This is an optimization exercise on Yosys and OpenROAD, whose aim is small area and a short achievable clock period, not a production implementation. Only simulation tests tie the RTL to the original design; equivalence was not proved.

==> flow/design.v (excerpt) <==
module MAC(A,B,out,clk,reset);
	input [15:0] A,B;
	input clk,reset;
	output [35:0] out;
	reg [35:0] acc;
	wire [35:0] nxt;
	always @(posedge clk or posedge reset)
	begin
		if(reset)
			acc <= 36'd0;
		else
			acc <= nxt;
	end
	assign out = acc;
	wire [255:0] pp;
	genvar gi;
	wire [15:0] An0, Bn0;
	NOT16 ina0(A, An0);
	NOT16 inb0(B, Bn0);
	wire [15:0] An1, Bn1;
	NOT16 ina1(A, An1);
	NOT16 inb1(B, Bn1);
	genvar gj;
	generate for (gi = 0; gi < 16; gi = gi + 1) begin : ppg
		for (gj = 0; gj < 16; gj = gj + 1) begin : ppc
			wire an, bn;
			assign an = (gi * 2 / 16 == 0) ? An0[gj] : An1[gj];
			assign bn = (gj * 2 / 16 == 0) ? Bn0[gi] : Bn1[gi];
			assign pp[16*gi+gj] = ~(an | bn);
		end
	end endgenerate
	wire hs1;
	wire hc2;
	wire fs3;
	wire fc4;
	wire hs5;
	wire hc6;
	wire fs7;
	wire fc8;
	wire fs9;
	wire fc10;
	wire hs11;
	wire hc12;
	wire fs13;
	wire fc14;
	wire fs15;
	wire fc16;
	wire fs17;
  ...
export LEC_CHECK = 0
export CAP_MARGIN = 20
export CORE_MARGIN = 2
export CORE_UTILIZATION = 40
export SLEW_MARGIN = 20
export SYNTH_HIERARCHICAL = 1
export SYNTH_MINIMUM_KEEP_SIZE = 0
create_clock -name core_clock -period 19.0 [get_ports {clk}]
standard.sh (not shown) runs the stock make flow with config.mk's settings and CLKGATE_MAP_FILE= SYNTH_SCRIPT=/design/flow/synth_recipe.tcl, a recipe that flattens the netlist after the stock synthesis.
==> flow/flow/run.sh <==
#!/bin/bash
# The standard layout (standard synthesis, floorplan, place, CTS, route) with two changes:
# repair_timing is asked for a larger setup slack than 0 (flow/setup_margin.txt) so that it
# keeps shortening the critical path, and the port buffers that every input and output gets
# are sky130_fd_sc_hd__buf_1 (flow/port_buffer.txt) instead of the delay cell buffer_ports
# picks by default; repair_timing then sizes the ones on critical paths.
# Make's full output goes to make_finish.log; each tool's own log is under orfs/logs/.
set -euo pipefail
MARGIN=$(cat flow/setup_margin.txt)
PBUF=$(cat flow/port_buffer.txt)
bash standard.sh SETUP_SLACK_MARGIN=$MARGIN "BUFFER_PORTS_ARGS=-buffer_cell $PBUF" finish > make_finish.log 2>&1
==> flow/flow/port_buffer.txt <==
sky130_fd_sc_hd__buf_1
==> flow/flow/setup_margin.txt <==
10.2
The baseline completed without violations.
Edit:
Settings changed: CORE_UTILIZATION 40 to 70, CTS_BUF_LIST from default to sky130_fd_sc_hd__clkbuf_2 sky130_fd_sc_hd__clkbuf_4 sky130_fd_sc_hd__clkbuf_8, PLACE_DENSITY from default to 0.85.
Effect: The new run finished clean; final area falls by a few percent; wire length went up by roughly a tenth; setup slack got worse by 0.075 ns; hold slack stays flat.
Edit:
==> flow/flow/setup_margin.txt (replaced) <==
10.3
Settings changed: CORE_UTILIZATION 70 to 65, CTS_BUF_LIST sky130_fd_sc_hd__clkbuf_2 sky130_fd_sc_hd__clkbuf_4 sky130_fd_sc_hd__clkbuf_8 to default, PLACE_DENSITY 0.85 to default.
Result: Synthesized area is unchanged. Maximum frequency goes up by 0.88%. Count of clock-buffer cells in the layout stays the same. Register-to-register slack gets better by 0.14 ns. Flip-flop and latch count does not change. Synthesized cell count does not change. Die area is higher by 7.4%. Routed wire length goes down by 2.4%. Via count drops by 0.66%.
Edit:
==> flow/flow/setup_margin.txt (replaced) <==
10.1
Settings changed: CORE_UTILIZATION 65 to 40, CTS_BUF_LIST from default to sky130_fd_sc_hd__clkbuf_2 sky130_fd_sc_hd__clkbuf_4 sky130_fd_sc_hd__clkbuf_8.
Effect: Setup slack gets worse by 0.099 ns; area after synthesis is unchanged; clock-buffer cell count does not change.
Edit:
==> flow/flow/setup_margin.txt (replaced) <==
9.5
Settings changed: CTS_BUF_LIST sky130_fd_sc_hd__clkbuf_2 sky130_fd_sc_hd__clkbuf_4 sky130_fd_sc_hd__clkbuf_8 to default.
=> The new run finished clean; global-route usage came out lower by 0.17 points; die area stays the same; via count goes up slightly; utilization stays flat; area after synthesis stays the same; non-clock buffer count does not change; fmax decreases by a few percent; flip-flop and latch count does not change.
Edit:
==> flow/flow/setup_margin.txt (replaced) <==
10.4
=> The new run completed without violations; synthesized cell count is unchanged; via count went up by a few percent; final area went up by a few percent; maximum frequency went up by a few percent; die area is unchanged; setup slack improved by 0.51 ns; wire length went up by a few percent.


## cedar
MAC, a different RTL version from the one above (not shown whole).
Size: ~730 cells after synthesis.
Settings: LEC_CHECK=0, CAP_MARGIN=20, CORE_MARGIN=2, CORE_UTILIZATION=65, CTS_BUF_LIST=sky130_fd_sc_hd__clkbuf_2 sky130_fd_sc_hd__clkbuf_4 sky130_fd_sc_hd__clkbuf_8, GPL_TIMING_DRIVEN=1, SLEW_MARGIN=20, SYNTH_HIERARCHICAL=1, SYNTH_MINIMUM_KEEP_SIZE=0; clock period 19.0 ns.
==> flow/flow/setup_margin.txt <==
10
Scripts as last shown in full above: flow/flow/run.sh, flow/flow/port_buffer.txt
cedar went all the way through the flow, and no timing, DRC or antenna check failed.
Setup changes, cedar to amber
Settings: GPL_TIMING_DRIVEN no longer set, was 1.
==> comparison <==
As far as met2 capacity usage during global routing goes, amber and cedar are indistinguishable; the numbers are identical. Comparing cedar against amber, there is no change at all in filler-free cell count of the finished design. Diff cedar..amber | die outline area | unchanged. Between amber and cedar, the difference in share of synthesized registers carrying an async set or reset is negligible. In summary, amber completed successfully, with a layout that passed the timing, DRC and antenna checks.
Here is what was changed in the inputs of willow compared with amber.
Settings: CORE_UTILIZATION now 40, was 65; CTS_BUF_LIST no longer set, was sky130_fd_sc_hd__clkbuf_2 sky130_fd_sc_hd__clkbuf_4 sky130_fd_sc_hd__clkbuf_8.
==> notes.md <==
- amber reached the final stage; the timing, DRC and antenna checks on its layout passed.
- willow | status: complete | timing, DRC, antenna: pass
- For the met1 layer usage reported by global route, willow came in 16 points lower than amber did.
- Row first-iteration DRC count: willow lower / amber higher
- In willow, the final estimated routing congestion in global placement came out about 4.5% below the value in amber.
- For amber, the source of the critical timing path was A[13], unlike willow, where it was B[1].
- The final reports for willow and amber show worst-case setup slack after placement lower in the former.
- willow against amber: via count decreased 220; transition time of the tightest slew-check pin climbed 130 ps; wire length of the first global-routing pass shrank by 0.77%; total wirelength of the detailed-routed design up 420 um; clock sink total saw little to no change.

==> static timing again, ports no longer ideal <==
Ports are ideal in the flow. The routed layouts listed here were re-timed in OpenROAD.
Step 1, drivers: a clkbuf_16 drives clk and a buf_2 each remaining input, both assumed.
Step 2 also shifts input and output timing later by t, the mid clock arrival at the registers, as if the neighbouring blocks saw the same clock.
Three values: ideal ports, drivers, drivers and shift; two values: the first two.
run | t, ns | slack for setup (ns) | worst hold slack (ns) | latest minus earliest clock arrival (ns) | worst slew at a driven data input, ns
the first run of note 1 | 0.345 | 10.390 / 10.399 / 10.054 | 0.477 / 0.477 / 0.477 | 0.012 / 0.012 | 0.05
the second run of note 1 | 0.354 | 10.315 / 10.327 / 9.973 | 0.475 / 0.475 / 0.475 | 0.025 / 0.024 | 0.05
the third run of note 1 | 0.334 | 10.391 / 10.399 / 10.066 | 0.472 / 0.472 / 0.472 | 0.009 / 0.009 | 0.06
the fourth run of note 1 | 0.380 | 10.292 / 10.305 / 9.925 | 0.480 / 0.480 / 0.480 | 0.014 / 0.014 | 0.05
the fifth run of note 1 | 0.346 | 10.004 / 10.023 / 9.678 | 0.477 / 0.477 / 0.477 | 0.011 / 0.011 | 0.05
the sixth run of note 1 | 0.342 | 10.515 / 10.531 / 10.189 | 0.463 / 0.463 / 0.463 | 0.012 / 0.012 | 0.05
cedar | 0.362 | 10.182 / 10.187 / 9.825 | 0.476 / 0.476 / 0.476 | 0.017 / 0.017 | 0.05
amber | 0.362 | 10.182 / 10.187 / 9.825 | 0.476 / 0.476 / 0.476 | 0.017 / 0.017 | 0.05
willow | 0.346 | 10.177 / 10.199 / 9.853 | 0.481 / 0.481 / 0.481 | 0.005 / 0.005 | 0.05
After both steps every run listed still meets setup and hold. For the fourth run of note 1, which loses most, drivers alone change the setup slack by +0.013 ns; drivers and shift together by -0.367 ns.
